From an optimization exercise on the open Yosys and OpenROAD flow, aimed at small area and a short achievable clock period; shortcuts taken in it are not production practice. At most, simulation tests tie the RTL to the original design; equivalence was not proved. The RTL of run 9 was laid out without a check of its function. Power figures rest on the tool's default switching activity, not on a simulated workload.

==> flow/config.mk <==
export PLATFORM = sky130hd
export DESIGN_NAME = lcm_32
export DESIGN_NICKNAME = lcm_32
export VERILOG_FILES = /design/flow/design.v
export SDC_FILE = /design/flow/constraint.sdc
export NUM_CORES = 4
export LEC_CHECK = 0
export CAP_MARGIN = 20
export CORE_MARGIN = 2
export CORE_UTILIZATION = 40
export SLEW_MARGIN = 20
==> flow/constraint.sdc <==
create_clock -name core_clock -period 10.0 [get_ports {clk}]
set_input_delay 2.0000 -clock core_clock [delete_from_list [all_inputs] [get_ports {clk}]]
set_output_delay 2.0000 -clock core_clock [all_outputs]
set_load 0.01 [all_outputs]
==> flow/design.v <==
module lcm_32(
    input wire [32-1:0] ina, inb,
    input wire clk,
    input wire rst_n,
    output wire [64-1:0] result,
    output reg ready_n);
    reg        gcd_ph, div_ph, mul_ph;    
    reg [31:0] u, v, w;
    reg [5:0]  cnt;
    wire [31:0] y   = mul_ph ? (v & {32{w[0]}}) : (~v & {32{u[0]}});
    wire        cin = ~mul_ph & u[0];
    wire [32:0] a   = {1'b0, u} + {1'b0, y} + {32'd0, cin};
    wire [31:0] ash = {a[32] & mul_ph, a[31:1]};
    assign result = {u, w};
    always @(posedge clk) begin
        if (!rst_n) begin
            gcd_ph  <= 1'b1;
            div_ph  <= 1'b0;
            mul_ph  <= 1'b0;
            u       <= ina;
            v       <= inb;
            cnt     <= 6'd0;
            ready_n <= 1'b1;
        end else if (gcd_ph) begin
            if (u == 32'd0) begin
                u      <= ina;
                cnt[5] <= 1'b1;
                gcd_ph <= 1'b0;
                div_ph <= 1'b1;
            end else if (!u[0]) begin
                u <= ash;
                if (!v[0]) begin
                    v   <= v >> 1;
                    cnt <= cnt + 6'd1;
                end
            end else if (!v[0]) begin
                v <= v >> 1;
            end else if (a[32]) begin  
                u <= ash;
            end else begin
                u <= v;
                v <= u;
            end
        end else if (div_ph) begin
            u   <= ash;
            w   <= {u[0], w[31:1]};
            cnt <= cnt - 6'd1;
            if (cnt == 6'd1) begin
                v      <= inb;
                cnt    <= 6'd32;
                div_ph <= 1'b0;
                mul_ph <= 1'b1;
            end
        end else if (mul_ph) begin
            u   <= ash;
            w   <= {a[0], w[31:1]};
            cnt <= cnt - 6'd1;
            if (cnt == 6'd1) begin
                mul_ph  <= 1'b0;
                ready_n <= 1'b0;
            end
        end
    end
endmodule
==> flow/flow/run.sh <==
#!/bin/bash
# The standard layout (standard.sh: the standard flow's synthesis and the ORFS steps, with
# the design's constraints unchanged), with two settings changed:
#  - ORFS's timing repair is asked to leave a setup margin, so that it also
#    works the paths that already meet the design's clock period;
#  - the buffer put on every input and output port is buf_1.
# standard.sh's full output goes to standard_flow.log.
set -euo pipefail
MARGIN=${MARGIN:-6.5}
bash standard.sh \
    SETUP_SLACK_MARGIN=$MARGIN \
    TNS_END_PERCENT=100 \
    "BUFFER_PORTS_ARGS=-buffer_cell sky130_fd_sc_hd__buf_1" \
    finish > standard_flow.log 2>&1
==> flow/standard.sh <==
#!/bin/bash
# synth_recipe.tcl (not shown) runs the flow's synth.tcl, then flattens the netlist and writes it again
# the make line also repeats each setting of config.mk as NAME=value (left out here)
make -C /OpenROAD-flow-scripts/flow DESIGN_CONFIG=/design/flow/config.mk WORK_HOME=/design/flow/orfs CLKGATE_MAP_FILE= SYNTH_SCRIPT=/design/flow/synth_recipe.tcl "${@:-finish}"
==> results.cfg, run 1 <==
[min_path]
hold_class = flip-flop to flip-flop
min_to = w[3]
hold_start = w[4]
hold_depth = 0

[grt]
overflow = 0
grt_start_max_net_pins = 35
antenna_found_initial = 0
grt_pass1_vias = 6143
grt_usage_pct = 24.1
grt_pass1_wl_mm = 33.8

[timing]
skew_ns = 0.00949
period_share_pct = 36.4
slew_viol_final = 0
tns_ns = 0
slew_headroom_pct = 45.0
finalHoldViolCount = 0
fin_crit_ns = 3.64
rsz0062_at_grt = true
worst_slew_pin_slew_ns = 0.824
setup_viol = 0
fmaxAchievable_mhz = 274

[critical_path]
r2r_start = w[0]
path_max_fanout = 5
crit_path_start_kind = flip-flop
path_class = flip-flop to flip-flop
worst-r2r-cell-count = 15
cpPeakStageDelay_ns = 0.43
reg2reg_to = u[28]
critical_path_required_ns = 10.12
path_cells = and2_4 -> buf_12 -> nand2_4 -> o21ai_4 -> fa_2 -> buf_4 -> buf_4 -> a211oi_1 -> nor4_1 -> nor2_1 -> a211oi_2 -> a41o_1 -> a41oi_1 -> xor2_1 -> o21ai_2
reg2reg_setup_slack_ns = 6.36
cp_common_cell = buf_4
cp.arrival_ns = 3.76
slowest_stage = edfxtp_1
critPathCaptureType = flip-flop

[routing]
dr.pass1.iters = 5
ant_nets = 0
via_count = 6624
avgViaCountPerCell = 5.86
wl_per_cell_um = 20.5
drt_iter0_drc = 564
drc = 0
routed_wl_mm = 23.2

[yosys]
synthCells = 747
synth_top_area_share_pct = 41.6
yosys_warnings = 1
syn_area_mm2 = 0.00692
synth_nets = 849
postSynth.asyncResetShare_pct = 0
avgSynthCellArea_um2 = 9.27
ys.flop_type = edfxtp_1
yosysUniqueCellTypes = 56
yosys.area.top_type = edfxtp_1
yosysSeqAreaShare_pct = 44.5
ys_ff_latch = 106
synthTopCellsByArea = edfxtp_1 42%, a22oi_1 6.2%, ha_1 6.1%
synth_edf_count = 96

[place]
dpl_cell_area_mm2 = 0.00761
dp_hpwl_mm = 14.2
portBuffers = 130
gp_congestion = 0.939

[clocking]
clk_path_buf_depth = 2
cts_max_level = 3
worst_skew_pair.late_latency_ns = 0.36
numCtsBuffers = 9
clk_pin_slew_ns = 0.07
clockRootBuffer = clkbuf_16
cts_tree = built
clock-sinks = 106

[floorplanning]
chipWidth_um = 136
initial_core_util_pct = 40.4
fp-row-count = 48
core_area_mm2 = 0.0171
io_pins = 131
die_area_mm2 = 0.0184
die_h_um = 136

[pwr]
vdd_drop_max_uv = 140
power_density_mw_per_mm2 = 335
p_leak_uw = 0.00319

[layout]
syn2layout_area_growth_pct = 28.7
drive_above_1_share_pct = 18.7
diodes = 0
stdcell_area_mm2 = 0.00891
final_nets = 1002
postLayoutCoreUtil_pct = 52.0

[status]
status = complete, no violations

[flow_run]
drv_cap = 0
## cells by family (layout without fill, tap and decap cells)
group / Yosys count / count (layout) / synth area share (%)
compound gates: 290 / 290 / 26.4
simple gates: 219 / 221 / 14.4
flops: 106 / 106 / 44.5
buf+inv: 62 / 218 / 3.58
fa+ha+maj: 36 / 36 / 6.72
xor+xnor: 32 / 32 / 4.05
mux: 2 / 2 / 0.307
## layout by cell type, fill, tap and decap left out, types with 15 or more instances in the layout
cell type  Yosys  final
edfxtp_1      96     96
xnor2_1       15     15
ha_1          34     26
nor2_1        71     70
xor2_1        17     17
nand3_1       15     15
a21oi_1       73     70
o21ai_1        0     19
o21ai_0       79     51
a22oi_2        0     28
buf_1          0    129
o21ai_2       10     18
nand2_1       77     73
buf_4          0     34
a22oi_1       57     29
## final cells by class
cell class	count	area, µm²
Clock buffer	9	225
Tap cell	225	282
Clock inverter	7	76.3
Multi-Input combinational cell	581	3970
Inverter	17	67.6
Sequential cell	106	3090
Timing Repair Buffer	185	1200
Fill cell	1561	8210
## cells in the mapped netlist, drive strengths merged, types with 3 or more instances
library cell  count
a21oi            73
nor2b             3
nor4             10
a31oi            11
and2              7
nand2b            3
or2               4
a211o             4
ha               34
a2111oi           3
a31o              3
nand4             8
a22oi            57
nor3              9
nand2            77
clkbuf           43
o21a              7
o21ai            89
a211oi            8
nand3            15
edfxtp           96
dfxtp            10
o211ai            3
a21o             10
xor2             17
inv              17
xnor2            15
nor2             72
o21bai            3
and3              4
or3               3
## worst max-delay path by stage
| stage | to | cells past startpoint | slack [ns] | startpoint |
|---|---|---|---|---|
| after floorplan | v[10] | 6 | 6.26 | rst_n |
| after global placement | u[19] | 6 | 5.47 | rst_n |
| after detailed placement | u[19] | 6 | 5.43 | rst_n |
| after CTS | u[25] | 16 | 6.41 | v[0] |
| after global routing | u[19] | 16 | 6.19 | v[0] |
| final | u[28] | 15 | 6.36 | w[0] |
## critical path, delay by kind of cell, from the launching register on
| kind | cells | cell delay (ns) |
|---|---|---|
| AO/OA/AOI/OAI | 6 | 1.34 |
| AND/OR/NAND/NOR | 4 | 0.62 |
| flip-flops | 1 | 0.43 |
| buffers and inverters | 3 | 0.39 |
| adder cells (fa/ha/maj) | 1 | 0.39 |
| XOR/XNOR | 1 | 0.23 |
## registers in the layout, summed over array words and instances (netlist names)
signal	count
cnt	6
div_ph	1
gcd_ph	1
mul_ph	1
ready_n	1
u	32
v	32
w	32
## per-stage QoR
step | setup slack (ns) | power, µW | hold WS (ns) | instances
2_1_floorplan | 6.26 | 1900 | 0.467 | 747
3_5_place_dp | 5.43 | 2270 | 0.432 | 1064
4_1_cts | 6.41 | 2800 | 0.449 | 1112
5_1_grt | 6.19 | 3170 | 0.458 | 1130
3_3_place_gp | 5.47 | 2270 | 0.429 | 1064
6_report | 6.36 | 2980 | 0.446 | 1130
## per-layer routing
metal | track usage, % | part of all wire [%] | vias up
li1 | - | - | 3130
met1 | 33.5 | 45 | 3162
met2 | 37.8 | 46 | 289
met3 | 3.33 | 6.2 | 43
met4 | 9.95 | 2.6 | 0
met5 | 0 | 0 | -
## power by group
part,total [µW],switching (µW),internal (µW)
clock,374,178,196
sequential,805,160,645
combinational,1800,1030,770
total,2980,1370,1610
## what timing repair did
| item | 4_1_cts | 5_1_grt |
|---|---|---|
| pin swaps | 13 | 35 |
| buffers inserted | 24 | 14 |
| hold buffers | 0 | 0 |
| gates cloned | 8 | 4 |
| resized for setup | 55 | 51 |
| setup endpoints to repair | 94 | 94 |
==> inputs of run 2 (changes only) <==
--- a/flow/flow/run.sh
+++ b/flow/flow/run.sh
@@ -6,7 +6,7 @@
 #  - the buffer put on every input and output port is buf_1.
 # standard.sh's full output goes to standard_flow.log.
 set -euo pipefail
-MARGIN=${MARGIN:-6.5}
+MARGIN=${MARGIN:-6.7}
 bash standard.sh \
     SETUP_SLACK_MARGIN=$MARGIN \
     TNS_END_PERCENT=100 \
==> results.cfg, run 2 <==
[status]
status = complete, no violations

[routing]
drc = 0
dr.pass1.iters = 5
ant_nets = 0
routed_wl_mm = 21.8
wl_per_cell_um = 19.4
drt_iter0_drc = 565
avgViaCountPerCell = 5.75
via_count = 6438

[pwr]
p_leak_uw = 0.00311
p_comb_share_pct = 59.3
swShare_pct = 45.7
p_sw_uw = 1310
vdd_drop_max_uv = 124
seqPwrFrac_pct = 28.3
power_density_mw_per_mm2 = 330
p_int_uw = 1550
pwr-share-clk_pct = 12.4

[critical_path]
critPathCaptureType = flip-flop
critical_path_required_ns = 10.19
reg2reg_to = u[25]
path_class = flip-flop to flip-flop
worst-r2r-cell-count = 16
cp.arrival_ns = 3.77
path_max_fanout = 29
r2r_start = mul_ph
crit_path_start_kind = flip-flop
reg2reg_setup_slack_ns = 6.42

[clocking]
worst_skew_pair.late_latency_ns = 0.36
clk_path_buf_depth = 2
numCtsBuffers = 9
cts_max_level = 3
clk_pin_slew_ns = 0.07
clockRootBuffer = clkbuf_16
cts_tree = built
hold_buffers = 0
clock-sinks = 106

[timing]
setup_slack_ns = 6.42
fmaxAchievable_mhz = 279
fin_crit_ns = 3.58
slew_headroom_pct = 46.0
worst_slew_pin_slew_ns = 0.807
skew_ns = 0.0126
tns_ns = 0
rsz0062_at_grt = true
slew_viol_final = 0
period_share_pct = 35.8
setup_viol = 0
finalHoldViolCount = 0

[layout]
layout_common_cells = 129 x buf_1, 96 x edfxtp_1, 74 x nand2_1
final_nets = 992
multiInputGateArea_mm2 = 0.00387
layout_commonest_cell = buf_1
drive_above_1_share_pct = 15.2
diodes = 0
syn2layout_area_growth_pct = 25.0
n_fill_cell = 1642
largestRegisters = u: 32 flops, v: 32 flops, w: 32 flops
stdcell_area_mm2 = 0.00865
register_area_mm2 = 0.00309

[yosys]
avgSynthCellArea_um2 = 9.27
yosysSeqAreaShare_pct = 44.5
synth_nets = 849
ys.flop_type = edfxtp_1
ys_ff_latch = 106
synth_top_area_share_pct = 41.6
synth_common_cells = 96 x edfxtp_1, 79 x o21ai_0, 77 x nand2_1
synthTopCellsByArea = edfxtp_1 42%, a22oi_1 6.2%, ha_1 6.1%
postSynth.asyncResetShare_pct = 0
synth.most_common_cell = edfxtp_1
yosys_warnings = 1
yosysUniqueCellTypes = 56
yosys.area.top_type = edfxtp_1
syn_area_mm2 = 0.00692
synthCells = 747
synth_edf_count = 96

[place]
gp_congestion = 0.852
dp_hpwl_mm = 14.3
portBuffers = 130
dpl_cell_area_mm2 = 0.00764
place_worst_setup_slack_ns = 5.16

[floorplanning]
die_h_um = 136
io_pins = 131
fp-row-count = 48
initial_core_util_pct = 40.4
die_area_mm2 = 0.0184
chipWidth_um = 136
core_area_mm2 = 0.0171

[min_path]
hold_class = flip-flop to flip-flop
min_to = w[1]
hold_depth = 0
hold_start = w[2]

[flow_run]
drv_cap = 0

[grt]
grt_pass1_vias = 6060
overflow = 0
antenna_found_initial = 0
grt_usage_pct = 23.6
grt_pass1_wl_mm = 33.3
grt_start_max_net_pins = 35
==> run 2: cell counts after synthesis <==
Identical to the previous run, type by type.
==> run 2: worst max path at each step <==
| stage | from | end | slack [ns] |
|---|---|---|---|
| 6_report | mul_ph | u[25] | 6.42 |
| 5_1_grt | w[0] | u[25] | 6.27 |
| 4_1_cts | w[0] | u[25] | 6.46 |
| 3_5_place_dp | rst_n | u[18] | 5.16 |
| 3_3_place_gp | rst_n | u[25] | 5.23 |
| 2_1_floorplan | rst_n | v[10] | 6.26 |
==> run 2: metrics by stage <==
stage                     cells  util [%]  power [µW]  hold WS, ns
final                      1120      50.6        2860        0.449
after global routing       1120      50.6        3070        0.460
after CTS                  1110      49.8        2800        0.450
after detailed placement   1064      44.6        2280        0.432
after global placement     1063      44.5        2270        0.435
after floorplan             747         -        1900        0.467
==> run 2: logic make-up (layout without fill, tap and decap cells) <==
kind of cell / Yosys count / in the layout / share of synthesized area, %
AOI/OAI and AO/OA: 290 / 290 / 26.4
and+or+nand+nor: 219 / 221 / 14.4
DFF: 106 / 106 / 44.5
buffers and inverters: 62 / 208 / 3.58
adders and majority gates: 36 / 36 / 6.72
xor gates and xnor gates: 32 / 32 / 4.05
muxes: 2 / 2 / 0.307
==> run 2: power by group through the flow <==
stage | sequential, µW | clock (µW) | combinational, µW
after detailed placement | 814 | 0 | 1470
final | 809 | 354 | 1700
after global routing | 824 | 379 | 1860
after global placement | 817 | 0 | 1460
after CTS | 804 | 364 | 1630
after floorplan | 778 | 0 | 1130
==> run 2: critical path: stages (launching register included) <==
cell and delay (ns):
dfxtp_4 0.38, and2_4 0.19, buf_12 0.13, nand2_4 0.05, o21ai_2 0.06, fa_2 0.24
inv_2 0.05, fa_2 0.36, nand2b_4 0.15, a211o_1 0.28, a211o_1 0.29, o211a_1 0.27
nor3_4 0.23, nor2_4 0.08, o31a_1 0.28, buf_12 0.19, o31ai_2 0.18
==> run 2: area by class of cell <==
| cell class | count | share of cell area (%) |
|---|---|---|
| multi-input cells | 581 | 44.7 |
| flip-flops and latches | 106 | 35.7 |
| repair buffers | 175 | 12.3 |
| well taps | 225 | 3.25 |
| clock buffers | 13 | 3.12 |
| inverters | 17 | 0.781 |
| clock inverters | 3 | 0.231 |
==> run 2: what timing repair did <==
item | 4_1_cts | 5_1_grt
gates resized for setup | 59 | 15
setup endpoints to repair | 158 | 73
cloned | 8 | 0
pin swaps | 20 | 7
buffers inserted | 22 | 10
==> run 2: per-layer routing <==
layer  GRT usage (%)  vias up  part of all wire [%]
li1                -     3103                     -
met1            32.2     3042                    46
met2            37.6      259                    45
met3            5.24       34                   6.7
met4            7.35        0                   2.4
met5               0        -                     0
==> inputs of run 3 (changes only) <==
--- a/flow/config.mk
+++ b/flow/config.mk
@@ -7,5 +7,6 @@
 export LEC_CHECK = 0
 export CAP_MARGIN = 20
 export CORE_MARGIN = 2
-export CORE_UTILIZATION = 40
+export CORE_UTILIZATION = 60
+export CTS_BUF_LIST = sky130_fd_sc_hd__clkbuf_8
 export SLEW_MARGIN = 20
==> results.cfg, run 3 <==
[floorplanning]
fp-row-count = 39
initial_core_util_pct = 61.1
chipWidth_um = 111
die_area_mm2 = 0.0124
die_h_um = 111
io_pins = 131
core_area_mm2 = 0.0113

[layout]
n_fill_cell = 834
syn2layout_area_growth_pct = 23.6
stdcell_area_mm2 = 0.00856
layout_commonest_cell = buf_1
drive_above_1_share_pct = 17.2
final_nets = 1002
largestRegisters = u: 32 flops, v: 32 flops, w: 32 flops
layout_common_cells = 128 x buf_1, 96 x edfxtp_1, 72 x nand2_1
diodes = 0

[pwr]
seqPwrFrac_pct = 28.0
swShare_pct = 47.3
vdd_drop_max_uv = 229
p_leak_uw = 0.00309
power_uw = 2850
pwr-share-clk_pct = 9.3
p_comb_share_pct = 62.7
power_density_mw_per_mm2 = 333
p_int_uw = 1500
p_sw_uw = 1350

[clocking]
clk_pin_slew_ns = 0.11
worst_skew_pair.late_latency_ns = 0.41
clockRootBuffer = clkbuf_8
hold_buffers = 0
cts_max_level = 3
cts_tree = built
numCtsBuffers = 9
clock-sinks = 106
clk_path_buf_depth = 2

[critical_path]
path_max_fanout = 8
cp.arrival_ns = 3.90
critPathCaptureType = flip-flop
worstSetupStartpoint = v[0]
critical_path_required_ns = 10.15
crit_path_start_kind = flip-flop
worst-r2r-cell-count = 16
path_class = flip-flop to flip-flop
r2r_start = v[0]

[place]
dp_hpwl_mm = 13.2
gp_congestion = 0.928
portBuffers = 130
dpl_cell_area_mm2 = 0.00749

[routing]
ant_nets = 0
avgViaCountPerCell = 6.55
drc = 0
routed_wl_mm = 21.9
drt_iter0_drc = 752
wl_per_cell_um = 20.9
dr.pass1.iters = 5
via_count = 6869

[min_path]
hold_start = ready_n
hold_class = flip-flop to flip-flop
hold_depth = 2

[grt]
grt_start_max_net_pins = 36
antenna_found_initial = 0
overflow = 0
grt_pass1_vias = 6597
grt_pass1_wl_mm = 33.4
grt_usage_pct = 33.9

[timing]
slew_headroom_pct = 32.2
fmaxAchievable_mhz = 267
tns_ns = 0
finalHoldViolCount = 0
worst_slew_pin_slew_ns = 1.01
skew_ns = 0.0112
fin_crit_ns = 3.75
rsz0062_at_grt = true
setup_viol = 0
slew_viol_final = 0
period_share_pct = 37.5

[yosys]
synth_nets = 849
yosysUniqueCellTypes = 56
avgSynthCellArea_um2 = 9.27
ys.flop_type = edfxtp_1
postSynth.asyncResetShare_pct = 0
synth_top_area_share_pct = 41.6
synth_edf_count = 96
synth.most_common_cell = edfxtp_1
yosysSeqAreaShare_pct = 44.5
ys_ff_latch = 106
yosys.area.top_type = edfxtp_1
synthTopCellsByArea = edfxtp_1 42%, a22oi_1 6.2%, ha_1 6.1%
yosys_warnings = 1
synthCells = 747
synth_common_cells = 96 x edfxtp_1, 79 x o21ai_0, 77 x nand2_1
syn_area_mm2 = 0.00692

[flow_run]
drv_cap = 0

[status]
status = complete, no violations
-- run 3: final timing paths --
kind,end,slack [ns]
min reg2reg,ready_n,0.46
max reg2reg,u[14],6.25
max,u[14],6.25
min,ready_n,0.46
-- run 3: through the flow --
stage,util (%),instances,hold slack (ns),setup slack (ns)
finish,75.6,1048,0.458,6.25
detailed placement,66.2,979,0.433,4.79
CTS,73.2,1036,0.456,6.48
floorplan,-,747,0.467,6.26
global route,75.6,1048,0.468,6.15
global placement,66.2,979,0.430,4.97
-- run 3: repair_timing --
action / CTS / global route
resized for setup: 60 / 33
setup endpoints to repair: 130 / 95
gates cloned: 5 / 3
buffers inserted: 36 / 9
pin swaps: 21 / 35
-- run 3: cell type report --
class                           count  area (µm²)  share of cell area (%)
Sequential cell                   106        3090                    36.1
Inverter                           17        71.3                   0.833
Clock buffer                        9         124                    1.45
Timing Repair inverter              1        5.00                  0.0585
Multi-Input combinational cell    582        3940                    46.0
Clock inverter                      7        66.3                   0.775
Timing Repair Buffer              183        1090                    12.7
Tap cell                          143         179                    2.09
-- run 3: worst max-delay path: stages (launching register included) --
cell        delay (ns)
edfxtp_1          0.47
clkinvlp_4        0.14
nand2_4           0.07
o21ai_4           0.16
fa_2              0.24
inv_2             0.04
fa_2              0.35
nand2b_4          0.15
a211o_1           0.32
a211o_1           0.32
o211a_1           0.28
nor3_4            0.28
buf_6             0.16
nor3_4            0.06
clkbuf_16         0.18
a22oi_2           0.17
o21ai_1           0.11
-- run 3: metal layers --
layer / global-route usage, % / wire [µm] / up-vias
met3: 8.17 / 2310 / 96
li1: - / - / 3116
met1: 43.8 / 8560 / 3206
met4: 17.8 / 998 / 0
met5: 0 / 0 / -
met2: 53.2 / 10000 / 451
-- run 3: logic make-up (layout without fill, tap and decap cells) --
| kind of cell | Yosys count | after routing | share of synthesized area [%] |
|---|---|---|---|
| xor gates and xnor gates | 32 | 32 | 4.05 |
| and+or+nand+nor | 219 | 221 | 14.4 |
| AOI/OAI and AO/OA | 290 | 291 | 26.4 |
| muxes | 2 | 2 | 0.307 |
| adders and majority gates | 36 | 36 | 6.72 |
| buffers and inverters | 62 | 217 | 3.58 |
| DFF | 106 | 106 | 44.5 |
-- run 3: power by group through the flow --
stage          combinational, µW  clock [µW]  sequential, µW
3_3_place_gp                1420           0             797
3_5_place_dp                1450           0             797
4_1_cts                     1650         268             782
6_report                    1790         266             798
2_1_floorplan               1130           0             778
5_1_grt                     1930         283             809
==> inputs of run 4 (changes only) <==
--- a/flow/design.v
+++ b/flow/design.v
@@ -7,9 +7,8 @@
     reg        gcd_ph, div_ph, mul_ph;    
     reg [31:0] u, v, w;
     reg [5:0]  cnt;
-    wire [31:0] y   = mul_ph ? (v & {32{w[0]}}) : (~v & {32{u[0]}});
-    wire        cin = ~mul_ph & u[0];
-    wire [32:0] a   = {1'b0, u} + {1'b0, y} + {32'd0, cin};
+    wire [31:0] y   = mul_ph ? (v & {32{w[0]}}) : ({~v[31:1], 1'b1} & {32{u[0]}});
+    wire [32:0] a   = {1'b0, u} + {1'b0, y};
     wire [31:0] ash = {a[32] & mul_ph, a[31:1]};
     assign result = {u, w};
     always @(posedge clk) begin
--- a/flow/config.mk
+++ b/flow/config.mk
@@ -7,6 +7,5 @@
 export LEC_CHECK = 0
 export CAP_MARGIN = 20
 export CORE_MARGIN = 2
-export CORE_UTILIZATION = 60
-export CTS_BUF_LIST = sky130_fd_sc_hd__clkbuf_8
+export CORE_UTILIZATION = 40
 export SLEW_MARGIN = 20
==> results.cfg, run 4 <==
[status]
status = complete, no violations

[clocking]
clockRootBuffer = clkbuf_16
hold_buffers = 0
clk_path_buf_depth = 2
clk_pin_slew_ns = 0.09
numCtsBuffers = 9
cts_max_level = 3
clock-sinks = 106
worst_skew_pair.late_latency_ns = 0.37
cts_tree = built

[yosys]
synth-simple-area-share_pct = 14.5
ys.flop_type = edfxtp_1
ys_ff_latch = 106
yosysUniqueCellTypes = 59
avgSynthCellArea_um2 = 9.80
yosys.area_share.xor_xnor_pct = 4.14
synthTopCellsByArea = edfxtp_1 43%, ha_1 7.0%, nor2_1 4.4%
synth_edf_count = 96
synth_top_area_share_pct = 42.5
synth_top_family_by_area = compound AO/OA/AOI/OAI gates
yosysSeqAreaShare_pct = 45.5
postSynth.asyncResetShare_pct = 0
syn_area_mm2 = 0.00678
yosys.area.top_type = edfxtp_1
synth-compound-area-share_pct = 24.0
synth_nets = 796
synth_fa_ha_area_share_pct = 7.31
synth.most_common_cell = edfxtp_1
synth_common_cells = 96 x edfxtp_1, 80 x nor2_1, 76 x nand2_1
yosys_warnings = 1
synth_mux_area_share_pct = 0.813
synthCells = 691

[layout]
layout_commonest_cell = buf_1
register_area_mm2 = 0.00309
syn2layout_area_growth_pct = 34.5
drive_above_1_share_pct = 25.8
n_fill_cell = 1462
final_nets = 989
layout_common_cells = 129 x buf_1, 96 x edfxtp_1, 74 x nor2_1
multiInputGateArea_mm2 = 0.00400
largestRegisters = u: 32 flops, v: 32 flops, w: 32 flops
diodes = 0

[timing]
slew_viol_final = 0
worst_slew_pin_slew_ns = 0.856
period_share_pct = 34.0
holdWs_ns = 0.457
fmaxAchievable_mhz = 294
tns_ns = 0
skew_ns = 0.0139
finalHoldViolCount = 0
fin_crit_ns = 3.40
rsz0062_at_grt = true
setup_viol = 0
slew_headroom_pct = 42.9

[grt]
grt_start_max_net_pins = 37
grt_pass1_wl_mm = 35.9
antenna_found_initial = 0
grt_pass1_vias = 6566
overflow = 0
grt_usage_pct = 25.4

[routing]
avgViaCountPerCell = 6.03
wl_per_cell_um = 21.1
drt_iter0_drc = 782
routed_wl_mm = 23.4
via_count = 6685
ant_nets = 0
drc = 0
dr.pass1.iters = 6

[min_path]
hold_start = w[21]
hold_class = flip-flop to flip-flop

[pwr]
power_density_mw_per_mm2 = 330
p_int_uw = 1630
pwr-share-clk_pct = 13.1
p_sw_uw = 1380
p_leak_uw = 0.00335
seqPwrFrac_pct = 27.0
swShare_pct = 45.9
vdd_drop_max_uv = 135
p_comb_share_pct = 60.0

[critical_path]
cp.arrival_ns = 3.52
path_max_fanout = 28
crit_path_start_kind = flip-flop
critPathCaptureType = flip-flop
critical_path_required_ns = 10.12
worstSetupStartpoint = w[0]
path_class = flip-flop to flip-flop
r2r_start = w[0]

[floorplanning]
die_area_mm2 = 0.0180
io_pins = 131
core_area_mm2 = 0.0166
fp-row-count = 47
initial_core_util_pct = 40.9
chipWidth_um = 134
die_h_um = 134

[flow_run]
drv_cap = 0

[place]
dp_hpwl_mm = 13.6
portBuffers = 130
gp_congestion = 0.951
## run 4: cells by family after synthesis
family                     count (synthesis)
DFF                                      106
muxes                                      5
xor gates and xnor gates                  32
adders and majority gates                 39
buffers and inverters                     53
AOI/OAI and AO/OA                        238
and+or+nand+nor                          218
## run 4: area by class of cell
class / count / share of cell area (%)
Multi-Input combinational cell: 538 / 43.9
Sequential cell: 106 / 33.9
Timing Repair Buffer: 214 / 15.1
Tap cell: 220 / 3.02
Clock buffer: 9 / 2.47
Clock inverter: 7 / 1.03
Inverter: 15 / 0.618
## run 4: per-layer routing
| metal | global-route usage [%] | wire length (µm) | up-vias |
|---|---|---|---|
| met5 | 0 | 0 | - |
| met1 | 32.5 | 9320 | 3198 |
| met3 | 5.97 | 2090 | 84 |
| met2 | 42.0 | 11200 | 389 |
| met4 | 9.42 | 875 | 0 |
| li1 | - | - | 3014 |
## run 4: worst max-delay path, stage by stage (launching register included)
cell      delay [ns]
edfxtp_1        0.40
and2_4          0.20
buf_12          0.14
buf_16          0.14
buf_8           0.13
nand2_1         0.05
o21ai_1         0.07
ha_2            0.39
nand4_1         0.17
nor4_2          0.36
a31o_1          0.24
a31o_4          0.22
nor4_4          0.06
buf_12          0.18
a22oi_1         0.25
o21ai_2         0.08
## run 4: final timing paths
path / endpoint / slack [ns] / depth (start not counted)
max: u[8] / 6.60 / 15
min: w[20] / 0.46 / 0
max reg2reg: u[8] / 6.60 / 15
min reg2reg: w[20] / 0.46 / 0
## run 4: repair_timing
item / CTS / global route
setup endpoints to repair: 155 / 82
gates resized for setup: 58 / 75
pin swaps: 24 / 25
setup buffers: 62 / 12
gates cloned: 9 / 1
## run 4: through the flow
| step | setup slack (ns) | std cells | utilization [%] | instance area (µm²) | total power [µW] |
|---|---|---|---|---|---|
| after global routing | 6.43 | 1109 | 54.9 | 9110 | 3160 |
| after global placement | 5.65 | 1009 | 45.0 | 7470 | 2030 |
| after detailed placement | 5.54 | 1009 | 45.0 | 7470 | 2060 |
| after CTS | 6.68 | 1096 | 52.6 | 8720 | 2760 |
| final | 6.60 | 1109 | 54.9 | 9110 | 3010 |
| after floorplan | 6.57 | 691 | - | 6930 | 1740 |
## run 4: power groups by stage
stage / sequential [µW] / combinational [µW] / clock (µW)
2_1_floorplan: 769 / 972 / 0
3_3_place_gp: 802 / 1220 / 0
3_5_place_dp: 803 / 1250 / 0
4_1_cts: 790 / 1570 / 396
5_1_grt: 825 / 1920 / 410
6_report: 811 / 1800 / 392
==> inputs of run 5 (changes only) <==
--- a/flow/flow/run.sh
+++ b/flow/flow/run.sh
@@ -6,7 +6,7 @@
 #  - the buffer put on every input and output port is buf_1.
 # standard.sh's full output goes to standard_flow.log.
 set -euo pipefail
-MARGIN=${MARGIN:-6.7}
+MARGIN=${MARGIN:-6.1}
 bash standard.sh \
     SETUP_SLACK_MARGIN=$MARGIN \
     TNS_END_PERCENT=100 \
==> results.cfg, run 5 <==
[clocking]
clock-sinks = 106
clk_path_buf_depth = 2
clk_pin_slew_ns = 0.09
worst_skew_pair.late_latency_ns = 0.37
clockRootBuffer = clkbuf_16
numCtsBuffers = 9
cts_max_level = 3
cts_tree = built

[pwr]
p_leak_uw = 0.00289
vdd_drop_max_uv = 121
power_density_mw_per_mm2 = 316

[critical_path]
reg2reg_setup_slack_ns = 6.21
critPathCaptureType = flip-flop
reg2reg_to = u[16]
path_class = input pin to flip-flop
r2r_start = w[0]
worst-r2r-cell-count = 15
path_max_fanout = 36
crit_path_start_kind = input pin
critical_path_required_ns = 10.12
cp.arrival_ns = 3.92

[routing]
ant_nets = 0
wl_per_cell_um = 19.8
routed_wl_mm = 20.5
drc = 0
avgViaCountPerCell = 5.88
drt_iter0_drc = 738
dr.pass1.iters = 5
via_count = 6095

[timing]
slew_headroom_pct = 39.0
fmaxAchievable_mhz = 263
fin_crit_ns = 3.80
tns_ns = 0
period_share_pct = 38.0
worst_slew_pin_slew_ns = 0.915
skew_ns = 0.0190
rsz0062_at_grt = false
finalHoldViolCount = 0
setup_slack_ns = 6.20
setup_viol = 0
slew_viol_final = 0

[layout]
layout_common_cells = 130 x buf_1, 96 x edfxtp_1, 79 x nor2_1
syn2layout_area_growth_pct = 17.4
layout_commonest_cell = buf_1
diodes = 0
drive_above_1_share_pct = 9.44
largestRegisters = u: 32 flops, v: 32 flops, w: 32 flops
final_nets = 916

[place]
place_worst_setup_slack_ns = 5.20
gp_congestion = 0.940
portBuffers = 130
dp_hpwl_mm = 13.8

[floorplanning]
core_area_mm2 = 0.0166
io_pins = 131
chipWidth_um = 134
fp-row-count = 47
die_h_um = 134
initial_core_util_pct = 40.9
die_area_mm2 = 0.0180

[yosys]
synth_edf_count = 96
yosysSeqAreaShare_pct = 45.5
syn_area_mm2 = 0.00678
postSynth.asyncResetShare_pct = 0
synth_nets = 796
synth_top_area_share_pct = 42.5
avgSynthCellArea_um2 = 9.80
yosys.area.top_type = edfxtp_1
synthCells = 691
yosysUniqueCellTypes = 59
synthTopCellsByArea = edfxtp_1 43%, ha_1 7.0%, nor2_1 4.4%
ys.flop_type = edfxtp_1
ys_ff_latch = 106
synth.most_common_cell = edfxtp_1
yosys_warnings = 1
synth_common_cells = 96 x edfxtp_1, 80 x nor2_1, 76 x nand2_1

[grt]
grt_usage_pct = 22.1
grt_pass1_wl_mm = 31.6
overflow = 0
grt_pass1_vias = 5900
grt_start_max_net_pins = 37
antenna_found_initial = 0

[min_path]
hold_class = flip-flop to flip-flop
hold_depth = 0
hold_start = w[15]
min_to = w[14]

[status]
status = complete, no violations

[flow_run]
drv_cap = 0
==> run 5: cell count changes in the layout (fill, tap and decap cells not counted), moves of 6 or more <==
cell | previous run | this run
buf_12 | 13 | 3
a21oi_1 | 28 | 37
a22oi_2 | 21 | 0
ha_1 | 28 | 38
a21oi_2 | 9 | 1
o21ai_0 | 32 | 57
buf_4 | 65 | 8
nand2_1 | 67 | 75
ha_2 | 6 | 0
nand2_2 | 7 | 1
o21ai_1 | 22 | 10
a22oi_1 | 7 | 28
o21ai_2 | 32 | 21
==> run 5: layout make-up <==
type	count	area (µm²)
timing repair buffer	144	663
tap	220	275
clock buffer	9	225
fill	1599	8630
inverter	15	56.3
multi-input combinational	535	3550
clock inverter	7	98.8
sequential	106	3090
==> run 5: critical path: stages <==
cell	delay, ns
buf_1	0.66
nand2_1	0.11
buf_4	0.30
nor2_1	0.52
a21boi_4	0.11
buf_12	0.19
==> run 5: report_power, final <==
part	switching [µW]	internal, µW
Clock	206	185
Sequential	158	639
Combinational	812	517
Total	1180	1340
==> run 5: how the worst max path moves through the flow <==
stage | cells past startpoint | from | slack (ns) | endpoint
3_3_place_gp | 13 | u[0] | 5.32 | u[30]
6_report | 6 | rst_n | 6.20 | u[24]
2_1_floorplan | 4 | rst_n | 6.10 | u[10]
5_1_grt | 15 | w[0] | 6.02 | u[25]
3_5_place_dp | 13 | u[0] | 5.20 | u[24]
4_1_cts | 3 | rst_n | 6.11 | w[11]
==> run 5: cell families after synthesis <==
group | after synthesis | synth area share, %
AO/OA/AOI/OAI | 238 | 24.0
multiplexers | 5 | 0.813
AND/OR/NAND/NOR | 218 | 14.5
buffers and inverters | 53 | 3.75
adder cells (fa/ha/maj) | 39 | 7.31
flip-flops | 106 | 45.5
XOR/XNOR | 32 | 4.14
==> run 5: metal layers <==
| metal | vias to the layer above | GRT usage (%) | wire (µm) |
|---|---|---|---|
| met4 | 0 | 6.20 | 342 |
| met5 | - | 0 | 0 |
| met3 | 25 | 3.17 | 1180 |
| met1 | 2962 | 29.5 | 8900 |
| met2 | 255 | 37.7 | 10100 |
| li1 | 2853 | - | - |
==> run 5: repair_timing <==
item,4_1_cts,5_1_grt
setup endpoints to repair,94,123
gates resized for setup,12,10
pin swaps,4,4
buffers inserted,4,3
hold buffers,0,0
cloned,2,2
==> run 5: stage by stage <==
| step | instances | instance area, µm² | utilization (%) | total power, µW | hold slack (ns) |
|---|---|---|---|---|---|
| detailed placement | 1009 | 7410 | 44.7 | 2030 | 0.434 |
| finish | 1036 | 7950 | 48.0 | 2520 | 0.461 |
| global placement | 1009 | 7410 | 44.7 | 2000 | 0.434 |
| CTS | 1031 | 7850 | 47.3 | 2460 | 0.463 |
| global route | 1036 | 7950 | 48.0 | 2670 | 0.471 |
| floorplan | 691 | 6790 | - | 1700 | 0.460 |
==> inputs of run 6 (changes only) <==
--- a/flow/flow/run.sh
+++ b/flow/flow/run.sh
@@ -6,7 +6,7 @@
 #  - the buffer put on every input and output port is buf_1.
 # standard.sh's full output goes to standard_flow.log.
 set -euo pipefail
-MARGIN=${MARGIN:-6.1}
+MARGIN=${MARGIN:-6.55}
 bash standard.sh \
     SETUP_SLACK_MARGIN=$MARGIN \
     TNS_END_PERCENT=100 \
==> results.cfg, run 6 <==
[layout]
final_nets = 958
instances_no_fill = 1078
largestRegisters = u: 32 flops, v: 32 flops, w: 32 flops
layout_commonest_cell = buf_1
postLayoutCoreUtil_pct = 51.6
diodes = 0
layout_common_cells = 129 x buf_1, 96 x edfxtp_1, 77 x nor2_1
syn2layout_area_growth_pct = 26.3
n_fill_cell = 1516
multiInputGateArea_mm2 = 0.00375
stdcell_area_mm2 = 0.00856
register_area_mm2 = 0.00309
drive_above_1_share_pct = 17.2

[timing]
skew_ns = 0.0104
tns_ns = 0
worst_slew_pin_slew_ns = 0.720
fin_crit_ns = 3.49
rsz0062_at_grt = true
setup_viol = 0
slew_headroom_pct = 51.9
period_share_pct = 34.9
setup_slack_ns = 6.51
slew_viol_final = 0
fmaxAchievable_mhz = 287
finalHoldViolCount = 0

[floorplanning]
fp-row-count = 47
initial_core_util_pct = 40.9
die_h_um = 134
io_pins = 131
chipWidth_um = 134
core_area_mm2 = 0.0166
die_area_mm2 = 0.0180

[routing]
via_count = 6351
wl_per_cell_um = 20.3
top_layer = met4
drc = 0
dr.pass1.iters = 8
drt_iter0_drc = 834
ant_nets = 0
wl_met1_mm = 9.08
met3_wirelength_mm = 1.86
route.met2.wl_mm = 10.3
routed_wl_mm = 21.9
avgViaCountPerCell = 5.89

[clocking]
clk_path_buf_depth = 2
clockRootBuffer = clkbuf_16
cts_max_level = 3
cts_tree = built
worst_skew_pair.late_latency_ns = 0.37
clock-sinks = 106
clk_pin_slew_ns = 0.07
numCtsBuffers = 9

[flow_run]
drv_cap = 0

[critical_path]
crit_buf_inv = 4
critPathCaptureType = flip-flop
path_max_fanout = 8
slowest_stage = edfxtp_1
path_class = flip-flop to flip-flop
cp.arrival_ns = 3.60
crit_path_start_kind = flip-flop
critical_path_required_ns = 10.11
crit_family = compound AO/OA/AOI/OAI gates
path_cells = and2_4 -> buf_12 -> nand2_4 -> nand2_4 -> ha_4 -> inv_2 -> fa_2 -> nand2b_4 -> a211oi_4 -> o21ai_2 -> nand3_2 -> a31o_1 -> a31o_4 -> a21o_1 -> a31oi_4 -> buf_6 -> buf_16 -> o21ai_2
cpPeakStageDelay_ns = 0.39

[grt]
grt_start_max_net_pins = 37
overflow = 0
antenna_found_initial = 0
grt_pass1_wl_mm = 33.3
grt_usage_pct = 23.5
grt_pass1_vias = 6059

[yosys]
synth_top_area_share_pct = 42.5
postSynth.asyncResetShare_pct = 0
yosysUniqueCellTypes = 59
yosysSeqAreaShare_pct = 45.5
ys_ff_latch = 106
yosys.area.top_type = edfxtp_1
synthCells = 691
synth.most_common_cell = edfxtp_1
synth_nets = 796
synth_common_cells = 96 x edfxtp_1, 80 x nor2_1, 76 x nand2_1
avgSynthCellArea_um2 = 9.80
syn_area_mm2 = 0.00678
synthTopCellsByArea = edfxtp_1 43%, ha_1 7.0%, nor2_1 4.4%
synth_edf_count = 96
ys.flop_type = edfxtp_1
yosys_warnings = 1

[place]
dp_hpwl_mm = 13.6
place_worst_setup_slack_ns = 5.17
portBuffers = 130
gp_congestion = 0.935
dpl_cell_area_mm2 = 0.00749
dp_cells = 1009

[pwr]
p_leak_uw = 0.00317
power_density_mw_per_mm2 = 324
vdd_drop_max_uv = 132

[status]
status = complete, no violations

[min_path]
hold_class = flip-flop to flip-flop
==> run 6: cell count changes in the layout (fill, tap and decap cells not counted), moves of 4 or more <==
cell,change
buf_4,+27
a21oi_2,+5
buf_6,+4
o21ai_1,+4
o21ai_0,-6
a21oi_1,-5
buf_16,+4
nand2_1,-4
==> run 6: final timing paths <==
check / end / slack, ns / cells past startpoint / startpoint
setup / recovery: u[23] / 6.51 / 18 / w[0]
hold / removal: w[26] / 0.45 / 0 / w[27]
setup reg to reg: u[23] / 6.51 / 18 / w[0]
hold reg to reg: w[26] / 0.45 / 0 / w[27]
==> run 6: cells by family after synthesis <==
logic type	Yosys count	share of synthesized area [%]
buffers and inverters	53	3.75
adder cells (fa/ha/maj)	39	7.31
flip-flops	106	45.5
XOR/XNOR	32	4.14
AO/OA/AOI/OAI	238	24.0
AND/OR/NAND/NOR	218	14.5
multiplexers	5	0.813
==> run 6: area by class of cell <==
class,count,share of cell area [%]
tap,220,3.22
clock inverter,6,0.950
clock buffer,10,2.68
timing repair buffer,182,12.6
multi-input combinational,539,43.9
inverter,15,0.658
sequential,106,36.1
==> run 6: metal layers <==
metal	up-vias	GRT usage, %
met4	0	7.78
met5	-	0
met2	316	37.3
met3	68	5.48
li1	2953	-
met1	3014	31.9
==> run 6: what timing repair did <==
item	4_1_cts	5_1_grt
cloned	5	5
pin swaps	23	39
endpoints found under the setup margin	157	109
buffers inserted	35	8
hold buffers	0	0
resized for setup	29	33
==> run 6: where the power goes <==
group | internal, µW | leakage, µW | switching [µW]
sequential | 639 | 0.00105 | 158
combinational | 680 | 0.00196 | 915
clock | 201 | 0.000153 | 182
total | 1520 | 0.00317 | 1260
==> run 6: through the flow <==
step / power [µW] / hold slack, ns
after floorplan: 1730 / 0.460
after global placement: 2020 / 0.438
after detailed placement: 2050 / 0.430
after CTS: 2630 / 0.454
after global routing: 2940 / 0.476
final: 2780 / 0.454
==> inputs of run 7 (changes only) <==
--- a/flow/flow/run.sh
+++ b/flow/flow/run.sh
@@ -6,7 +6,7 @@
 #  - the buffer put on every input and output port is buf_1.
 # standard.sh's full output goes to standard_flow.log.
 set -euo pipefail
-MARGIN=${MARGIN:-6.55}
+MARGIN=${MARGIN:-6.4}
 bash standard.sh \
     SETUP_SLACK_MARGIN=$MARGIN \
     TNS_END_PERCENT=100 \
==> results.cfg, run 7 <==
[routing]
via_count = 6111
drt_iter0_drc = 596
avgViaCountPerCell = 5.79
wl_per_cell_um = 19.9
routed_wl_mm = 21.0
drc = 0
dr.pass1.iters = 6
ant_nets = 0

[clocking]
cts_tree = built
clk_path_buf_depth = 2
worst_skew_pair.late_latency_ns = 0.37
clk_pin_slew_ns = 0.08
cts_max_level = 3
numCtsBuffers = 9
clock-sinks = 106
clockRootBuffer = clkbuf_16

[critical_path]
worstSetupStartpoint = mul_ph
cp_common_cell = buf_12
cp.arrival_ns = 3.63
path_class = flip-flop to flip-flop
reg2reg_to = u[5]
slowest_stage = dfxtp_4
critPathCaptureType = flip-flop
r2r_start = mul_ph
worst-r2r-cell-count = 15
crit_buf_inv = 3
reg2reg_setup_slack_ns = 6.48
path_depth = 15
cpPeakStageDelay_ns = 0.36
critical_path_required_ns = 10.11
crit_path_start_kind = flip-flop
path_max_fanout = 11
crit_family = compound AO/OA/AOI/OAI gates
path_cells = buf_12 -> nand2b_2 -> o21ai_2 -> ha_1 -> a21oi_1 -> nand2_1 -> a211oi_2 -> nand3_2 -> a31o_1 -> a31o_4 -> a21o_1 -> a31oi_4 -> buf_12 -> buf_12 -> o21ai_0

[timing]
holdWs_ns = 0.448
worst_slew_pin_slew_ns = 0.808
slew_viol_final = 0
fin_crit_ns = 3.52
tns_ns = 0
fmaxAchievable_mhz = 284
setup_viol = 0
skew_ns = 0.00860
slew_headroom_pct = 46.1
finalHoldViolCount = 0
rsz0062_at_grt = true
period_share_pct = 35.2

[yosys]
postSynth.asyncResetShare_pct = 0
yosysUniqueCellTypes = 59
ys_ff_latch = 106
synth_nets = 796
synth_top_area_share_pct = 42.5
yosysSeqAreaShare_pct = 45.5
avgSynthCellArea_um2 = 9.80
synthTopCellsByArea = edfxtp_1 43%, ha_1 7.0%, nor2_1 4.4%
synth_common_cells = 96 x edfxtp_1, 80 x nor2_1, 76 x nand2_1
yosys_warnings = 1
yosys.area.top_type = edfxtp_1
synthCells = 691
synth.most_common_cell = edfxtp_1
ys.flop_type = edfxtp_1
synth_edf_count = 96
syn_area_mm2 = 0.00678

[min_path]
hold_start = w[28]
min_to = w[27]
hold_class = flip-flop to flip-flop
hold_depth = 0

[pwr]
p_int_uw = 1410
power_density_mw_per_mm2 = 317
pwr-share-clk_pct = 14.0
p_sw_uw = 1200
power_uw = 2610
p_leak_uw = 0.00300
vdd_drop_max_uv = 124
p_comb_share_pct = 55.6
swShare_pct = 46.1
seqPwrFrac_pct = 30.5

[grt]
grt_pass1_vias = 5886
grt_pass1_wl_mm = 32.0
gr-max-usage-layer = met2
antenna_found_initial = 0
overflow = 0
use_met3_pct = 4.38
grt_start_max_net_pins = 37
grt_usage_pct = 22.5
grt_util_met2_pct = 37.8
use_met1_pct = 29.9

[layout]
final_nets = 935
layout_common_cells = 129 x buf_1, 96 x edfxtp_1, 79 x nor2_1
largestRegisters = u: 32 flops, v: 32 flops, w: 32 flops
drive_above_1_share_pct = 13.7
postLayoutCoreUtil_pct = 49.6
diodes = 0
syn2layout_area_growth_pct = 21.5
layout_commonest_cell = buf_1

[floorplanning]
fp-row-count = 47
die_h_um = 134
core_area_mm2 = 0.0166
die_area_mm2 = 0.0180
io_pins = 131
chipWidth_um = 134
initial_core_util_pct = 40.9

[place]
gp_congestion = 0.899
dp_hpwl_mm = 13.6
portBuffers = 130

[flow_run]
drv_cap = 0

[status]
status = complete, no violations
==> run 7: cell counts after synthesis <==
No cell type changed its count.
==> run 7: worst max-delay path by stage <==
stage,endpoint
2_1_floorplan,u[10]
3_3_place_gp,u[5]
3_5_place_dp,u[20]
4_1_cts,u[16]
5_1_grt,u[5]
6_report,u[5]
==> run 7: repair_timing <==
action | in CTS | in global routing
cloned | 4 | 2
hold buffers | 0 | 0
hold endpoints to repair | 0 | 0
gates resized for setup | 22 | 27
pin swaps | 7 | 16
setup buffers | 10 | 14
endpoints found under the setup margin | 126 | 60
==> run 7: layout make-up <==
type                       instances  area [µm²]
fill                            1556        8350
multi-input combinational        536        3640
sequential                       106        3090
timing repair buffer             162         872
tap                              220         275
clock buffer                       9         225
clock inverter                     7        70.1
inverter                          15        56.3
==> run 7: per-layer routing <==
metal | routed length (µm) | share of wire (%)
met3 | 1480 | 7.0
met1 | 8940 | 43
met4 | 378 | 1.8
met5 | 0 | 0
met2 | 10200 | 49
==> run 7: power by group through the flow <==
stage,combinational (µW),sequential [µW],clock [µW]
2_1_floorplan,938,768,0
3_3_place_gp,1200,801,0
3_5_place_dp,1230,802,0
4_1_cts,1310,789,369
5_1_grt,1580,812,385
6_report,1450,795,365
==> run 7: stage by stage <==
stage,instance area [µm²],worst slack (ns),cells
after floorplan,6800,6.41,691
after global placement,7400,5.07,1008
after detailed placement,7430,5.25,1009
after CTS,8000,6.41,1039
after global routing,8230,6.35,1055
final,8230,6.48,1055
==> run 7: kinds of logic after synthesis <==
group           count (synthesis)  share of synthesized area, %
buf+inv                        53                          3.75
mux                             5                         0.813
simple gates                  218                          14.5
compound gates                238                          24.0
xor+xnor                       32                          4.14
fa+ha+maj                      39                          7.31
flops                         106                          45.5
==> inputs of run 8 (changes only) <==
--- a/flow/config.mk
+++ b/flow/config.mk
@@ -7,5 +7,5 @@
 export LEC_CHECK = 0
 export CAP_MARGIN = 20
 export CORE_MARGIN = 2
-export CORE_UTILIZATION = 40
+export CORE_UTILIZATION = 55
 export SLEW_MARGIN = 20
==> results.cfg, run 8 <==
[timing]
skew_ns = 0.0134
slew_viol_final = 0
period_share_pct = 36.4
fin_crit_ns = 3.64
worst_slew_pin_slew_ns = 0.831
setup_slack_ns = 6.36
slew_headroom_pct = 44.5
setup_viol = 0
rsz0062_at_grt = false
finalHoldViolCount = 0
fmaxAchievable_mhz = 275
tns_ns = 0

[routing]
wl_per_cell_um = 21.1
routed_wl_mm = 21.0
ant_nets = 0
via_count = 6403
dr.pass1.iters = 5
drc = 0
avgViaCountPerCell = 6.42
drt_iter0_drc = 612

[layout]
diodes = 0
layout_commonest_cell = buf_1
drive_above_1_share_pct = 16.1
syn2layout_area_growth_pct = 22.4
postLayoutCoreUtil_pct = 69.0
layout_common_cells = 130 x buf_1, 96 x edfxtp_1, 78 x nor2_1
stdcell_area_mm2 = 0.00829
n_fill_cell = 963
largestRegisters = u: 32 flops, v: 32 flops, w: 32 flops
final_nets = 951

[floorplanning]
die_h_um = 115
die_area_mm2 = 0.0132
core_area_mm2 = 0.0120
fp-row-count = 40
chipWidth_um = 115
initial_core_util_pct = 56.4
io_pins = 131

[pwr]
seqPwrFrac_pct = 29.5
power_uw = 2710
p_sw_uw = 1250
power_density_mw_per_mm2 = 327
p_comb_share_pct = 56.5
swShare_pct = 46.0
p_int_uw = 1470
pwr-share-clk_pct = 14.0
p_leak_uw = 0.00308
vdd_drop_max_uv = 175

[critical_path]
cpPeakStageDelay_ns = 0.51
path_cells = and2_4 -> buf_6 -> nand2_1 -> o21ai_0 -> ha_1 -> a21oi_1 -> o21ai_0 -> nand2b_1 -> o21ai_1 -> a41oi_2 -> a221oi_2 -> o41ai_1 -> xnor2_1 -> o21ai_2
critical_path_required_ns = 10.12
crit_path_start_kind = flip-flop
crit_family = compound AO/OA/AOI/OAI gates
r2r_start = w[0]
cp-endpoint = u[24]
worstSetupStartpoint = w[0]
cp_common_cell = o21ai_0
reg2reg_setup_slack_ns = 6.36
worst-r2r-cell-count = 14
slowest_stage = edfxtp_1
cp.arrival_ns = 3.75
critPathCaptureType = flip-flop
path_class = flip-flop to flip-flop
reg2reg_to = u[24]
crit_buf_inv = 1
path_depth = 14
path_max_fanout = 6

[min_path]
hold_class = flip-flop to flip-flop

[flow_run]
drv_cap = 0

[yosys]
synthTopCellsByArea = edfxtp_1 43%, ha_1 7.0%, nor2_1 4.4%
yosys_warnings = 1
yosysUniqueCellTypes = 59
synth_common_cells = 96 x edfxtp_1, 80 x nor2_1, 76 x nand2_1
postSynth.asyncResetShare_pct = 0
ys_ff_latch = 106
synth_edf_count = 96
yosys.area.top_type = edfxtp_1
ys.flop_type = edfxtp_1
avgSynthCellArea_um2 = 9.80
synth_top_area_share_pct = 42.5
syn_area_mm2 = 0.00678
synth_nets = 796
synthCells = 691
synth.most_common_cell = edfxtp_1
yosysSeqAreaShare_pct = 45.5

[clocking]
clk_pin_slew_ns = 0.08
numCtsBuffers = 9
clock-sinks = 106
worst_skew_pair.late_latency_ns = 0.37
cts_tree = built
clockRootBuffer = clkbuf_16
clk_path_buf_depth = 2
cts_max_level = 3

[place]
dpl_cell_area_mm2 = 0.00735
gp_congestion = 0.886
portBuffers = 130
dp_hpwl_mm = 12.7
place_worst_setup_slack_ns = 5.30

[grt]
grt_pass1_wl_mm = 30.0
grt_start_max_net_pins = 37
grt_usage_pct = 29.3
overflow = 0
antenna_found_initial = 0
grt_pass1_vias = 5806

[status]
status = complete, no violations
run 8: worst min-delay path by stage:
stage | startpoint | endpoint | slack [ns] | cells after the start
finish | w[26] | w[25] | 0.45 | 0
global route | w[15] | w[14] | 0.47 | 0
CTS | w[26] | w[25] | 0.46 | 0
detailed placement | w[24] | w[23] | 0.43 | 0
global placement | w[14] | w[13] | 0.43 | 0
floorplan | cnt[4] | cnt[4] | 0.46 | 2
run 8: repair_timing:
action	in CTS	in global routing
hold buffers	0	0
gates cloned	3	6
setup buffers	9	27
gates resized for setup	10	52
pin swaps	4	29
setup endpoints to repair	94	61
run 8: per-stage QoR:
| stage | hold WS [ns] | std cells |
|---|---|---|
| final | 0.453 | 998 |
| after global routing | 0.473 | 998 |
| after CTS | 0.460 | 965 |
| after detailed placement | 0.431 | 937 |
| after global placement | 0.431 | 936 |
| after floorplan | 0.460 | 691 |
run 8: final cells by class:
cell class	instances	area, µm²	share of cell area [%]
inverters	15	56.3	0.679
clock inverters	7	96.3	1.16
flip-flops and latches	106	3090	37.2
clock buffers	9	225	2.72
multi-input cells	538	3700	44.6
well taps	147	184	2.22
repair buffers	176	941	11.3
run 8: power by group through the flow:
stage          Combinational, µW  Clock, µW  Sequential, µW
6_report                    1530        381             800
2_1_floorplan                938          0             768
5_1_grt                     1650        401             810
3_3_place_gp                1190          0             797
3_5_place_dp                1220          0             799
4_1_cts                     1260        387             789
run 8: logic make-up (layout without fill, tap and decap cells):
kind of cell	count (synthesis)	count (layout)	synth area share, %
XOR/XNOR	32	32	4.14
adder cells (fa/ha/maj)	39	39	7.31
flip-flops	106	106	45.5
AND/OR/NAND/NOR	218	223	14.5
buffers and inverters	53	207	3.75
multiplexers	5	5	0.813
AO/OA/AOI/OAI	238	239	24.0
run 8: metal layers:
metal / vias up / GRT usage [%] / part of all wire [%]
met5: - / 0 / 0
met2: 379 / 46.0 / 47
met3: 50 / 7.64 / 11
met4: 0 / 8.03 / 2.4
met1: 3039 / 40.6 / 40
li1: 2935 / - / -
run 8: worst register-to-register path, stage by stage (launching register included):
cell      delay [ns]
edfxtp_1        0.51
and2_4          0.25
buf_6           0.14
nand2_1         0.06
o21ai_0         0.11
ha_1            0.43
a21oi_1         0.10
o21ai_0         0.31
nand2b_1        0.15
o21ai_1         0.09
a41oi_2         0.31
a221oi_2        0.13
o41ai_1         0.51
xnor2_1         0.21
o21ai_2         0.07
==> inputs of run 9 (changes only) <==
--- a/flow/design.v
+++ b/flow/design.v
@@ -7,19 +7,26 @@
     reg        gcd_ph, div_ph, mul_ph;    
     reg [31:0] u, v, w;
     reg [5:0]  cnt;
+    reg        rst_q;
     wire [31:0] y   = mul_ph ? (v & {32{w[0]}}) : ({~v[31:1], 1'b1} & {32{u[0]}});
     wire [32:0] a   = {1'b0, u} + {1'b0, y};
     wire [31:0] ash = {a[32] & mul_ph, a[31:1]};
     assign result = {u, w};
     always @(posedge clk) begin
-        if (!rst_n) begin
+        rst_q <= rst_n;
+        if (!rst_n || !rst_q)
+            ready_n <= 1'b1;
+        else if (mul_ph && cnt == 6'd1)
+            ready_n <= 1'b0;
+    end
+    always @(posedge clk) begin
+        if (!rst_q) begin
             gcd_ph  <= 1'b1;
             div_ph  <= 1'b0;
             mul_ph  <= 1'b0;
             u       <= ina;
             v       <= inb;
             cnt     <= 6'd0;
-            ready_n <= 1'b1;
         end else if (gcd_ph) begin
             if (u == 32'd0) begin
                 u      <= ina;
@@ -54,10 +61,7 @@
             u   <= ash;
             w   <= {a[0], w[31:1]};
             cnt <= cnt - 6'd1;
-            if (cnt == 6'd1) begin
-                mul_ph  <= 1'b0;
-                ready_n <= 1'b0;
-            end
+            if (cnt == 6'd1) mul_ph <= 1'b0;
         end
     end
 endmodule
--- a/flow/flow/run.sh
+++ b/flow/flow/run.sh
@@ -6,7 +6,7 @@
 #  - the buffer put on every input and output port is buf_1.
 # standard.sh's full output goes to standard_flow.log.
 set -euo pipefail
-MARGIN=${MARGIN:-6.4}
+MARGIN=${MARGIN:-6.7}
 bash standard.sh \
     SETUP_SLACK_MARGIN=$MARGIN \
     TNS_END_PERCENT=100 \
--- a/flow/config.mk
+++ b/flow/config.mk
@@ -7,5 +7,5 @@
 export LEC_CHECK = 0
 export CAP_MARGIN = 20
 export CORE_MARGIN = 2
-export CORE_UTILIZATION = 55
+export CORE_UTILIZATION = 40
 export SLEW_MARGIN = 20
==> results.cfg, run 9 <==
[status]
status = complete, no violations

[place]
portBuffers = 130
gp_congestion = 0.891
place_worst_setup_slack_ns = 5.45
dp_hpwl_mm = 13.7

[yosys]
avgSynthCellArea_um2 = 9.48
synth_common_cells = 98 x a21oi_1, 96 x edfxtp_1, 68 x nand2_1
synth_top_area_share_pct = 41.0
ys.flop_type = edfxtp_1
syn_area_mm2 = 0.00703
synth_nets = 846
synthCells = 741
postSynth.asyncResetShare_pct = 0
yosys_warnings = 1
synth_edf_count = 96
ys_ff_latch = 107
synthTopCellsByArea = edfxtp_1 41%, a21oi_1 7.0%, ha_1 6.8%
synth.most_common_cell = a21oi_1
yosysSeqAreaShare_pct = 44.2
yosysUniqueCellTypes = 59
yosys.area.top_type = edfxtp_1

[clocking]
clockRootBuffer = clkbuf_16
clk_path_buf_depth = 2
clock-sinks = 107
worst_skew_pair.late_latency_ns = 0.37
hold_buffers = 0
clk_pin_slew_ns = 0.09
cts_max_level = 3
numCtsBuffers = 9
cts_tree = built

[floorplanning]
initial_core_util_pct = 40.8
die_area_mm2 = 0.0186
core_area_mm2 = 0.0172
die_h_um = 137
chipWidth_um = 137
io_pins = 131
fp-row-count = 48

[critical_path]
cpPeakStageDelay_ns = 0.42
cp_common_cell = buf_12
crit_path_start_kind = flip-flop
cp.arrival_ns = 3.64
critPathCaptureType = flip-flop
critical_path_required_ns = 10.08
path_max_fanout = 13
path_cells = and2_4 -> buf_12 -> nand2_2 -> nand2_2 -> ha_4 -> inv_2 -> fa_2 -> nor2b_4 -> o211ai_2 -> a31oi_4 -> a211o_1 -> a21boi_4 -> a31o_4 -> buf_4 -> buf_6 -> nand2_4 -> a31oi_4 -> buf_12 -> buf_12
slowest_stage = edfxtp_1
path_class = flip-flop to flip-flop

[routing]
dr.pass1.iters = 7
via_count = 6576
drt_iter0_drc = 557
routed_wl_mm = 22.3
drc = 0
avgViaCountPerCell = 5.74
wl_per_cell_um = 19.5
ant_nets = 0

[grt]
overflow = 0
grt_pass1_wl_mm = 33.9
grt_start_max_net_pins = 67
antenna_found_initial = 0
grt_usage_pct = 23.8
grt_pass1_vias = 6401

[layout]
diodes = 0
largestRegisters = u: 32 flops, v: 32 flops, w: 32 flops
final_nets = 1020
layout_common_cells = 130 x buf_1, 96 x edfxtp_1, 89 x a21oi_1
layout_commonest_cell = buf_1
drive_above_1_share_pct = 16.7
syn2layout_area_growth_pct = 28.3

[timing]
skew_ns = 0.0104
setup_slack_ns = 6.44
tns_ns = 0
slew_viol_final = 0
setup_viol = 0
finalHoldViolCount = 0
period_share_pct = 35.6
fmaxAchievable_mhz = 281
slew_headroom_pct = 39.3
worst_slew_pin_slew_ns = 0.909
rsz0062_at_grt = true
fin_crit_ns = 3.56

[pwr]
p_comb_share_pct = 61.3
vdd_drop_max_uv = 168
p_int_uw = 1690
pwr-share-clk_pct = 12.3
p_sw_uw = 1350
seqPwrFrac_pct = 26.3
power_density_mw_per_mm2 = 337
swShare_pct = 44.4
p_leak_uw = 0.00345
power_uw = 3030

[flow_run]
drv_cap = 0

[min_path]
hold_class = flip-flop to flip-flop
[run 9: cell types whose count changed in the layout (fill, tap and decap cells not counted), moves of 12 or more]
cell	previous run	this run
a221oi_1	29	1
a221o_1	0	30
buf_4	37	54
nor2b_1	6	35
a21oi_1	31	89
o21ai_2	27	4
nand2_1	75	63
and3_1	2	32
nor2_1	78	59
a22oi_1	28	1
[run 9: routing by layer]
metal	GRT usage, %	vias up	wire length (µm)
met3	5.44	59	1670
met4	9.61	0	794
met1	30.8	3122	9590
met2	38.5	256	10300
met5	0	-	0
li1	-	3139	-
[run 9: layout make-up]
type	instances	area [µm²]
flip-flops and latches	107	3110
inverters	19	71.3
clock buffers	9	225
clock inverters	7	101
fillers	1604	8220
multi-input cells	577	4000
well taps	225	282
repair buffers	201	1230
[run 9: final timing paths]
check             start    end  slack, ns  depth (start not counted)
setup / recovery   w[0]  v[18]       6.44                         19
hold / removal    w[20]  w[19]       0.46                          0
setup reg to reg   w[0]  v[18]       6.44                         19
hold reg to reg   w[20]  w[19]       0.46                          0
[run 9: cell families after synthesis]
kind of cell | synth area share, %
multiplexers | 0.623
AO/OA/AOI/OAI | 22.8
buffers and inverters | 3.61
AND/OR/NAND/NOR | 18.4
flip-flops | 44.2
XOR/XNOR | 3.36
adder cells (fa/ha/maj) | 7.05
[run 9: worst max-delay path, delay by kind of cell (launching register included)]
kind	cells	cell delay (ns)
AO/OA/AOI/OAI	6	1.29
adder cells (fa/ha/maj)	2	0.39
AND/OR/NAND/NOR	5	0.43
buffers and inverters	6	0.73
flip-flops	1	0.42
[run 9: through the flow]
stage | cells | hold WS (ns) | instance area [µm²] | utilization (%)
floorplan | 741 | 0.426 | 7140 | -
global placement | 1064 | 0.433 | 7740 | 44.9
detailed placement | 1064 | 0.429 | 7740 | 44.9
CTS | 1128 | 0.457 | 8760 | 50.8
global route | 1145 | 0.473 | 9010 | 52.3
finish | 1145 | 0.457 | 9010 | 52.3
[run 9: what timing repair did]
item                       4_1_cts  5_1_grt
buffers inserted                40       14
gates resized for setup         57       27
setup endpoints to repair       64       64
pin swaps                       53       32
cloned                           8        3
[run 9: power groups by stage]
stage | logic (µW) | registers, µW | clock network, µW
finish | 1860 | 799 | 374
global route | 2010 | 815 | 399
CTS | 1700 | 795 | 386
detailed placement | 1380 | 811 | 0
global placement | 1380 | 812 | 0
floorplan | 1070 | 774 | 0

separate check: timing with driven ports:
The flow's constraints put no driver on any port. The routed layouts listed below were extracted and timed again, unchanged, in two steps.
Step 1: set_driving_cell puts a clkbuf_16 on clk and a buf_2 on each other input, an assumption about the parent block.
Step 2 times the ports against the registers' clock, not the clock port: input delays grow and output delays shrink by t, the midpoint of the rising clock arrivals with the driver on.
Slacks: no drivers / after step 1 / after step 2; pairs: no drivers / after step 1.
run | t, ns | slack for setup (ns) | hold slack, ns | worst data-port slew with drivers (ns) | pins driven straight from the clock port
run 1 | 0.401 | 6.356 / 6.356 / 6.022 | 0.446 / 0.446 / 0.446 | 0.06 | 1
run 2 | 0.394 | 6.418 / 6.418 / 6.318 | 0.449 / 0.449 / 0.449 | 0.05 | 1
run 3 | 0.442 | 6.252 / 6.252 / 6.054 | 0.458 / 0.458 / 0.458 | 0.05 | 1
run 4 | 0.411 | 6.603 / 6.603 / 6.427 | 0.457 / 0.457 / 0.457 | 0.05 | 1
run 5 | 0.409 | 6.200 / 6.206 / 5.809 | 0.461 / 0.461 / 0.461 | 0.04 | 1
run 6 | 0.401 | 6.510 / 6.510 / 6.170 | 0.454 / 0.454 / 0.454 | 0.05 | 1
run 7 | 0.407 | 6.481 / 6.481 / 6.186 | 0.448 / 0.448 / 0.448 | 0.05 | 1
run 8 | 0.411 | 6.365 / 6.365 / 6.130 | 0.453 / 0.453 / 0.453 | 0.05 | 1
run 9 | 0.406 | 6.436 / 6.436 / 6.436 | 0.457 / 0.457 / 0.457 | 0.05 | 1
After both steps setup and hold are still met in every run listed. The setup slack of run 5, which loses most, moves by +0.006 ns with the drivers and by -0.391 ns with both steps.
